Source: an optimization exercise on an open RTL-to-GDS flow (aim: small area and a short achievable clock period). Production flows keep margins and buffers that such runs may drop. The RTL was checked by simulation tests, not by an equivalence proof against the original design. No activity file was given, so power comes from the tool's default toggle rates.

==> inputs of v33 <==
## top
module top (
    input             clk,
    input      [15:0] x,
    input      [15:0] y,
    output reg [31:0] Q_p
);
Settings: LEC_CHECK=0, CAP_MARGIN=20, CORE_MARGIN=2, CORE_UTILIZATION=40, SLEW_MARGIN=20; clock period 14.0 ns.
standard.sh (not shown) runs the stock make flow with config.mk's settings and CLKGATE_MAP_FILE= SYNTH_SCRIPT=/design/flow/synth_recipe.tcl, a recipe that flattens the netlist after the stock synthesis.
==> flow/flow/run.sh <==
#!/bin/bash
# Own layout flow: the standard ORFS flow with these changes:
#  - synthesis keeps the modules named in KEEP (flattened again at the end, as the standard flow's script
#    does) so that ABC maps each with a script of its own (ABC_PLAN: module:script pairs);
#  - ports get PORT_BUF buffers;
#  - timing repair aims SETUP_MARGIN ns below the clock period.
# Every tool's output goes to a log file in the work folder (and ORFS's own logs under orfs/logs).
set -euo pipefail
WORK=$(pwd)
FLOWDIR=$WORK/flow
source $FLOWDIR/settings.sh

cp config.mk my_config.mk
cat >> my_config.mk <<EOC
export SETUP_SLACK_MARGIN = ${SETUP_MARGIN}
export TNS_END_PERCENT = 100
export BUFFER_PORTS_ARGS = -buffer_cell ${PORT_BUF}
export SYNTH_KEEP_MODULES = ${KEEP:-}
EOC
[ -n "${EXTRA_MK:-}" ] && printf '%b\n' "$EXTRA_MK" >> my_config.mk

# synthesis script: the standard flow's, with abc run once per module of ABC_PLAN, each with its own script
{
  echo "proc abc {args} {"
  echo "  set i [lsearch -exact \$args -script]"
  echo "  foreach {mod scr} {${ABC_PLAN}} {"
  echo "    set a \$args"
  echo "    lset a [expr {\$i + 1}] $FLOWDIR/\$scr"
  echo "    yosys abc {*}\$a \$mod"
  echo "  }"
  echo "}"
  cat synth_recipe.tcl
} > my_synth.tcl

make -C "$FLOW_HOME" DESIGN_CONFIG=$WORK/my_config.mk WORK_HOME=$WORK/orfs CLKGATE_MAP_FILE= \
  SYNTH_SCRIPT=$WORK/my_synth.tcl finish > $WORK/make_finish.log 2>&1

RES=$WORK/orfs/results/$FLOW_PLATFORM/top/base
: # left out here: write the final layout as DEF
==> flow/flow/amap.abc <==
strash; dch -f; amap
==> flow/flow/exp.abc <==
strash; dch -f; map -D 1200; topo; buffer -N 8; upsize -D 1200; dnsize -D 1200; stime -p
==> flow/flow/gate.abc <==
strash; map -a
==> flow/flow/settings.sh <==
SETUP_MARGIN=9.5
PORT_BUF=sky130_fd_sc_hd__buf_1
KEEP="roba_expx roba_expy g_a21oi g_inv g_nand2 g_nor2 g_nor3 g_o21ai g_o22ai g_xnor2 g_xor2 "
ABC_PLAN="roba_expx exp.abc roba_expy exp.abc g_* gate.abc top amap.abc"
EXTRA_MK='export ADDER_MAP_FILE =
export CTS_BUF_LIST = sky130_fd_sc_hd__clkbuf_8
export CTS_CLUSTER_SIZE = 32
export CTS_CLUSTER_DIAMETER = 60
export SKIP_GATE_CLONING = 1'
==> v4: changes against v33 <==
==> flow/flow/exp.abc (replaced) <==
strash; dch -f; map -D 900; topo; buffer -N 8; upsize -D 900; dnsize -D 900; stime -p
==> summary.json <==
{
  "wirelength_met1_mm": 7.11,
  "post-place-cells": 1085,
  "run_status": "complete, no violations",
  "share_seq_of_total_power_pct": 28.9,
  "syn_area_mm2": 0.00557,
  "number_of_nets_in_the_layout": 956
}
(the above is from v4)
==> summary.json <==
{
  "grt_use_total_pct": 19.9,
  "run_status": "complete, no violations",
  "post-place-cells": 1082,
  "ys_seq_elements": 65,
  "share_seq_of_total_power_pct": 26.5,
  "power.leakage_nw": 2.50,
  "wirelength_met1_mm": 7.00,
  "area_share_of_fa_ha_maj_cells_after_synthesis_pct": 0,
  "num_vias": 6029
}
(the above is from v33)

---

==> nickel: inputs <==
top again, from the RTL that the note above started with.
Settings: LEC_CHECK=0, CAP_MARGIN=20, CORE_MARGIN=2, CORE_UTILIZATION=40, SLEW_MARGIN=20; clock period 14.0 ns.
==> flow/flow/run.sh <==
#!/bin/bash
# Own layout flow: the standard ORFS flow with these changes:
#  - synthesis keeps the modules named in KEEP (flattened again at the end, as the standard flow's script
#    does) so that ABC maps each with a script of its own (ABC_PLAN: module:script pairs);
#  - ports get PORT_BUF buffers;
#  - timing repair aims SETUP_MARGIN ns below the clock period.
# Every tool's output goes to a log file in the work folder (and ORFS's own logs under orfs/logs).
set -euo pipefail
WORK=$(pwd)
FLOWDIR=$WORK/flow
source $FLOWDIR/settings.sh

cp config.mk my_config.mk
cat >> my_config.mk <<EOC
export SETUP_SLACK_MARGIN = ${SETUP_MARGIN}
export TNS_END_PERCENT = 100
export BUFFER_PORTS_ARGS = -buffer_cell ${PORT_BUF}
export SYNTH_KEEP_MODULES = ${KEEP:-}
EOC
[ -n "${EXTRA_MK:-}" ] && printf '%b\n' "$EXTRA_MK" >> my_config.mk

# synthesis script: the standard flow's, with abc run once per module of ABC_PLAN, each with its own script
{
  echo "proc abc {args} {"
  echo "  set i [lsearch -exact \$args -script]"
  echo "  foreach {mod scr} {${ABC_PLAN}} {"
  echo "    set a \$args"
  echo "    lset a [expr {\$i + 1}] $FLOWDIR/\$scr"
  echo "    if {[string match roba_exp* \$mod]} { foreach c {${EXP_DU:-}} { lappend a -dont_use \$c } }"
  echo "    yosys abc {*}\$a \$mod"
  echo "  }"
  echo "}"
  cat synth_recipe.tcl
} > my_synth.tcl

make -C "$FLOW_HOME" DESIGN_CONFIG=$WORK/my_config.mk WORK_HOME=$WORK/orfs CLKGATE_MAP_FILE= \
  SYNTH_SCRIPT=$WORK/my_synth.tcl finish > $WORK/make_finish.log 2>&1

RES=$WORK/orfs/results/$FLOW_PLATFORM/top/base
: # left out here: write the final layout as DEF
==> flow/flow/exp.abc <==
strash; dch -f; map -D 900; topo; buffer -N 8; upsize -D 900; dnsize -D 900; stime -p
==> flow/flow/settings.sh <==
SETUP_MARGIN=9.5
PORT_BUF=sky130_fd_sc_hd__buf_1
KEEP="roba_expx roba_expy g_a21oi g_inv g_nand2 g_nor2 g_nor3 g_o21ai g_o22ai g_xnor2 g_xor2 "
ABC_PLAN="roba_expx exp.abc roba_expy exp.abc g_* gate.abc top amap.abc"
EXTRA_MK='export ADDER_MAP_FILE =
export CTS_BUF_LIST = sky130_fd_sc_hd__clkbuf_8
export CTS_CLUSTER_SIZE = 32
export CTS_CLUSTER_DIAMETER = 60
export SKIP_GATE_CLONING = 1'
EXP_DU="sky130_fd_sc_hd__nor4_* sky130_fd_sc_hd__nor3_* sky130_fd_sc_hd__or4_* sky130_fd_sc_hd__or3_* sky130_fd_sc_hd__a211oi_* sky130_fd_sc_hd__a2111oi_* sky130_fd_sc_hd__o2111ai_* sky130_fd_sc_hd__a311oi_* sky130_fd_sc_hd__o311ai_* sky130_fd_sc_hd__a41oi_* sky130_fd_sc_hd__o41ai_* sky130_fd_sc_hd__nor4b_* sky130_fd_sc_hd__nor3b_* sky130_fd_sc_hd__or2_* sky130_fd_sc_hd__and4_* sky130_fd_sc_hd__a221oi_* sky130_fd_sc_hd__o221ai_*"
Scripts as last shown in full above: flow/flow/amap.abc, flow/flow/gate.abc
==> inputs of juniper, as changes to nickel <==
--- a/flow/flow/run.sh
+++ b/flow/flow/run.sh
@@ -28,3 +28,2 @@
   echo "    lset a [expr {\$i + 1}] $FLOWDIR/\$scr"
-  echo "    if {[string match roba_exp* \$mod]} { foreach c {${EXP_DU:-}} { lappend a -dont_use \$c } }"
   echo "    yosys abc {*}\$a \$mod"
==> flow/flow/exp.abc (replaced) <==
strash; dch -f; map -D 900; topo; stime -p
==> flow/flow/settings.sh (replaced) <==
SETUP_MARGIN=9.5
PORT_BUF=sky130_fd_sc_hd__buf_1
KEEP="roba_expx roba_expy g_a21oi g_inv g_nand2 g_nor2 g_nor3 g_o21ai g_o22ai g_xnor2 g_xor2 "
ABC_PLAN="roba_expx exp.abc roba_expy exp.abc g_* gate.abc top amap.abc"
EXTRA_MK='export ADDER_MAP_FILE =
export CTS_BUF_LIST = sky130_fd_sc_hd__clkbuf_8
export CTS_CLUSTER_SIZE = 32
export CTS_CLUSTER_DIAMETER = 60
export SKIP_GATE_CLONING = 1'
==> inputs of maple, as changes to nickel <==
--- a/flow/flow/run.sh
+++ b/flow/flow/run.sh
@@ -20,2 +20,6 @@
 [ -n "${EXTRA_MK:-}" ] && printf '%b\n' "$EXTRA_MK" >> my_config.mk
+# area recovery after global routing (see post_grt.tcl)
+if [ -f $FLOWDIR/post_grt.tcl ]; then
+  echo "export POST_GLOBAL_ROUTE_TCL = $FLOWDIR/post_grt.tcl" >> my_config.mk
+fi
 
==> flow/flow/dnsize.tcl (new file) <==
# Greedy area recovery: downsize combinational cells one drive step at a time while the worst
# setup slack stays at least what it was before.
proc roba_family_sizes { master_name } {
  if { ![regexp {^(.*_)([0-9]+)$} $master_name -> base sz] } { return {} }
  set sizes {}
  foreach lc [get_lib_cells ${base}*] {
    set n [get_name $lc]
    if { [regexp "^[string map {. \\.} $base](\[0-9\]+)\$" $n -> s] } { lappend sizes [list $s $n] }
  }
  return [lsort -integer -index 0 $sizes]
}
proc roba_dnsize { {tol 0.0} } {
  set ws0 [sta::worst_slack_cmd max]
  set a0 [rsz::design_area]
  set cands {}
  foreach inst [get_cells *] {
    if { [catch { set lc [get_lib_cells -of_objects $inst] }] || $lc eq "" || $lc eq "NULL" } { continue }
    if { [catch { set mn [get_name $lc] }] } { continue }
    if { [string match "*__dl*" $mn] || [string match "*__sdf*" $mn] } { continue }
    if { [string match "*clkbuf*" $mn] || [string match "clkbuf*" [get_name $inst]] } { continue }
    if { [string match "*tap*" $mn] || [string match "*fill*" $mn] || [string match "*conb*" $mn] } { continue }
    if { ![regexp {_([0-9]+)$} $mn -> sz] } { continue }
    if { $sz <= 1 } { continue }
    # slack of the instance's output
    set s 1e9
    foreach pin [get_pins -of_objects $inst -filter "direction == output"] {
      if { [catch { set ps [get_property $pin slack_max] }] } { set ps "" }
      if { $ps ne "" && $ps < $s } { set s $ps }
    }
    lappend cands [list $s $inst]
  }
  set cands [lsort -real -decreasing -index 0 $cands]
  set n 0
  foreach c $cands {
    set inst [lindex $c 1]
    set done 0
    while { !$done } {
      set mn [get_name [get_lib_cells -of_objects $inst]]
      set sizes [roba_family_sizes $mn]
      regexp {_([0-9]+)$} $mn -> cur
      set smaller ""
      foreach e $sizes { if { [lindex $e 0] < $cur } { set smaller [lindex $e 1] } }
      if { $smaller eq "" } { break }
      if { [catch { replace_cell $inst $smaller }] } { break }
      set ws [sta::worst_slack_cmd max]
      if { $ws < $ws0 - $tol } {
        replace_cell $inst $mn
        set done 1
      } else {
        incr n
      }
    }
  }
  puts "roba_dnsize: $n downsizing steps, area [expr {$a0*1e12}] -> [expr {[rsz::design_area]*1e12}], worst slack [expr {$ws0*1e9}] -> [expr {[sta::worst_slack_cmd max]*1e9}]"
}

proc roba_dnsize_adp { period } {
  set ws [expr {[sta::worst_slack_cmd max] * 1e9}]
  set a [expr {[rsz::design_area] * 1e12}]
  set a0 $a; set ws0 $ws
  set cands {}
  foreach inst [get_cells *] {
    if { [catch { set lc [get_lib_cells -of_objects $inst] }] || $lc eq "" || $lc eq "NULL" } { continue }
    if { [catch { set mn [get_name $lc] }] } { continue }
    if { [string match "*__dl*" $mn] || [string match "*__sdf*" $mn] } { continue }
    if { [string match "*clkbuf*" $mn] || [string match "clkbuf*" [get_name $inst]] } { continue }
    if { [string match "*tap*" $mn] || [string match "*fill*" $mn] || [string match "*conb*" $mn] } { continue }
    if { ![regexp {_([0-9]+)$} $mn -> sz] } { continue }
    if { $sz <= 1 } { continue }
    set s 1e9
    foreach pin [get_pins -of_objects $inst -filter "direction == output"] {
      if { [catch { set ps [get_property $pin slack_max] }] } { set ps "" }
      if { $ps ne "" && $ps < $s } { set s $ps }
    }
    lappend cands [list $s $inst]
  }
  set cands [lsort -real -decreasing -index 0 $cands]
  set n 0
  foreach c $cands {
    set inst [lindex $c 1]
    while { 1 } {
      set mn [get_name [get_lib_cells -of_objects $inst]]
      set sizes [roba_family_sizes $mn]
      regexp {_([0-9]+)$} $mn -> cur
      set smaller ""
      foreach e $sizes { if { [lindex $e 0] < $cur } { set smaller [lindex $e 1] } }
      if { $smaller eq "" } { break }
      if { [catch { replace_cell $inst $smaller }] } { break }
      set ws1 [expr {[sta::worst_slack_cmd max] * 1e9}]
      set a1 [expr {[rsz::design_area] * 1e12}]
      if { $a1 * ($period - $ws1) > $a * ($period - $ws) } {
        replace_cell $inst $mn
        break
      }
      set ws $ws1; set a $a1
      incr n
    }
  }
  puts "roba_dnsize_adp: $n steps, area $a0 -> $a, worst slack $ws0 -> $ws"
}
==> flow/flow/post_grt.tcl (new file) <==
# After global routing's timing repair: give back area by downsizing cells that do not set the
# worst slack, then legalize and re-route what moved (as global_route.tcl does after its repairs).
source [file join [file dirname [info script]] dnsize.tcl]
roba_dnsize $::env(ROBA_DN_TOL)
log_cmd global_route -start_incremental
log_cmd detailed_placement
log_cmd global_route -end_incremental
log_cmd estimate_parasitics -global_routing
write_guides $::env(RESULTS_DIR)/route.guide
--- a/flow/flow/settings.sh
+++ b/flow/flow/settings.sh
@@ -1,2 +1,2 @@
-SETUP_MARGIN=9.5
+SETUP_MARGIN=9.4
 PORT_BUF=sky130_fd_sc_hd__buf_1
@@ -8,3 +8,5 @@
 export CTS_CLUSTER_DIAMETER = 60
-export SKIP_GATE_CLONING = 1'
+export SKIP_GATE_CLONING = 1
+export REMOVE_ABC_BUFFERS = 1
+export ROBA_DN_TOL = 0.0'
 EXP_DU="sky130_fd_sc_hd__nor4_* sky130_fd_sc_hd__nor3_* sky130_fd_sc_hd__or4_* sky130_fd_sc_hd__or3_* sky130_fd_sc_hd__a211oi_* sky130_fd_sc_hd__a2111oi_* sky130_fd_sc_hd__o2111ai_* sky130_fd_sc_hd__a311oi_* sky130_fd_sc_hd__o311ai_* sky130_fd_sc_hd__a41oi_* sky130_fd_sc_hd__o41ai_* sky130_fd_sc_hd__nor4b_* sky130_fd_sc_hd__nor3b_* sky130_fd_sc_hd__or2_* sky130_fd_sc_hd__and4_* sky130_fd_sc_hd__a221oi_* sky130_fd_sc_hd__o221ai_*"
==> summary.txt <==
item                                                                        juniper                    nickel                    maple
Worst clock skew                                                         0.00733 ns                0.00903 ns               0.00895 ns
Max frequency                                                               234 MHz                   236 MHz                  208 MHz
M3 GR Usage                                                                   3.34%                     2.90%                    2.86%
IR Drop Worst-Case VDD                                                    0.0516 mV                 0.0436 mV                0.0516 mV
Proportion of power drawn by the clock network                                18.9%                     16.4%                    15.6%
Sequential element share of the synthesized area                              23.8%                     23.4%                    23.4%
Run status                                                  complete, no violations   complete, no violations  complete, no violations
Multi-input combinational gate total                                            699                       705                      705
Final non-filler cell total                                                    1130                      1119                     1111
End of the critical path                                                    Q_p[25]                   Q_p[19]                  Q_p[24]
Filler Cell Count                                                              1377                      1478                     1518
Final critical-path share of the clock period                                 30.5%                     30.3%                    34.4%
Arr. time, crit path                                                        4.52 ns                   4.52 ns                  5.09 ns
GR Layer Usage met1                                                           25.2%                     26.0%                    25.7%
Post-detailed-route via-to-cell ratio                                          5.33                      5.21                     5.23
Buffers inserted during post-CTS setup optimization                               4                         4                        3
Footprint of the flip-flops and latches                                 0.00130 mm2               0.00130 mm2              0.00130 mm2
Crit-path most repeated cell                               sky130_fd_sc_hd__o22ai_1  sky130_fd_sc_hd__o22ai_1                        -
Core box area                                                            0.0133 mm2                0.0137 mm2               0.0137 mm2
Post-Synthesis Cells                                                            838                       846                      846
Critical path depth                                                              21                        20                       21
DPL Wire Length                                                            11200 um                  11300 um                 11400 um
Total power per unit cell area                                           134 mW/mm2                133 mW/mm2               134 mW/mm2
Fraction of the mapped netlist area in simple logic gates                     23.5%                     24.3%                    24.3%

==> separate check: timing with driven ports <==
The flow's constraints put no driver on any port. The routed layouts listed below were extracted and timed again, unchanged, in two steps. Step 1 sets driving cells, clkbuf_16 on the clock port and buf_2 on the other inputs (assumed; they add their load-dependent delay and slew). Step 2 moves the port delays by t, midway between the first and last clock arrival at a register: inputs arrive t later, outputs are due t later. That takes back most of the time a late clock gives input paths. Slacks: no drivers / after step 1 / after step 2; pairs: no drivers / after step 1.
run	shift t [ns]	setup WS [ns]	worst setup path after step 2	slew at the worst register clock pin (ns)	worst data-port slew with drivers (ns)
v33	0.400	9.586 / 9.586 / 9.586	register to register	0.08 / 0.08	0.03
v4	0.404	9.778 / 9.778 / 9.669	input to register	0.08 / 0.08	0.03
nickel	0.392	9.756 / 9.756 / 9.656	input to register	0.07 / 0.07	0.03
juniper	0.390	9.724 / 9.724 / 9.662	input to register	0.07 / 0.07	0.03
maple	0.390	9.189 / 9.189 / 9.189	register to register	0.07 / 0.07	0.03
After both steps setup and hold are still met in every run listed. The setup slack of v4, which loses most, moves by 0.000 ns with the drivers and by -0.109 ns with both steps.
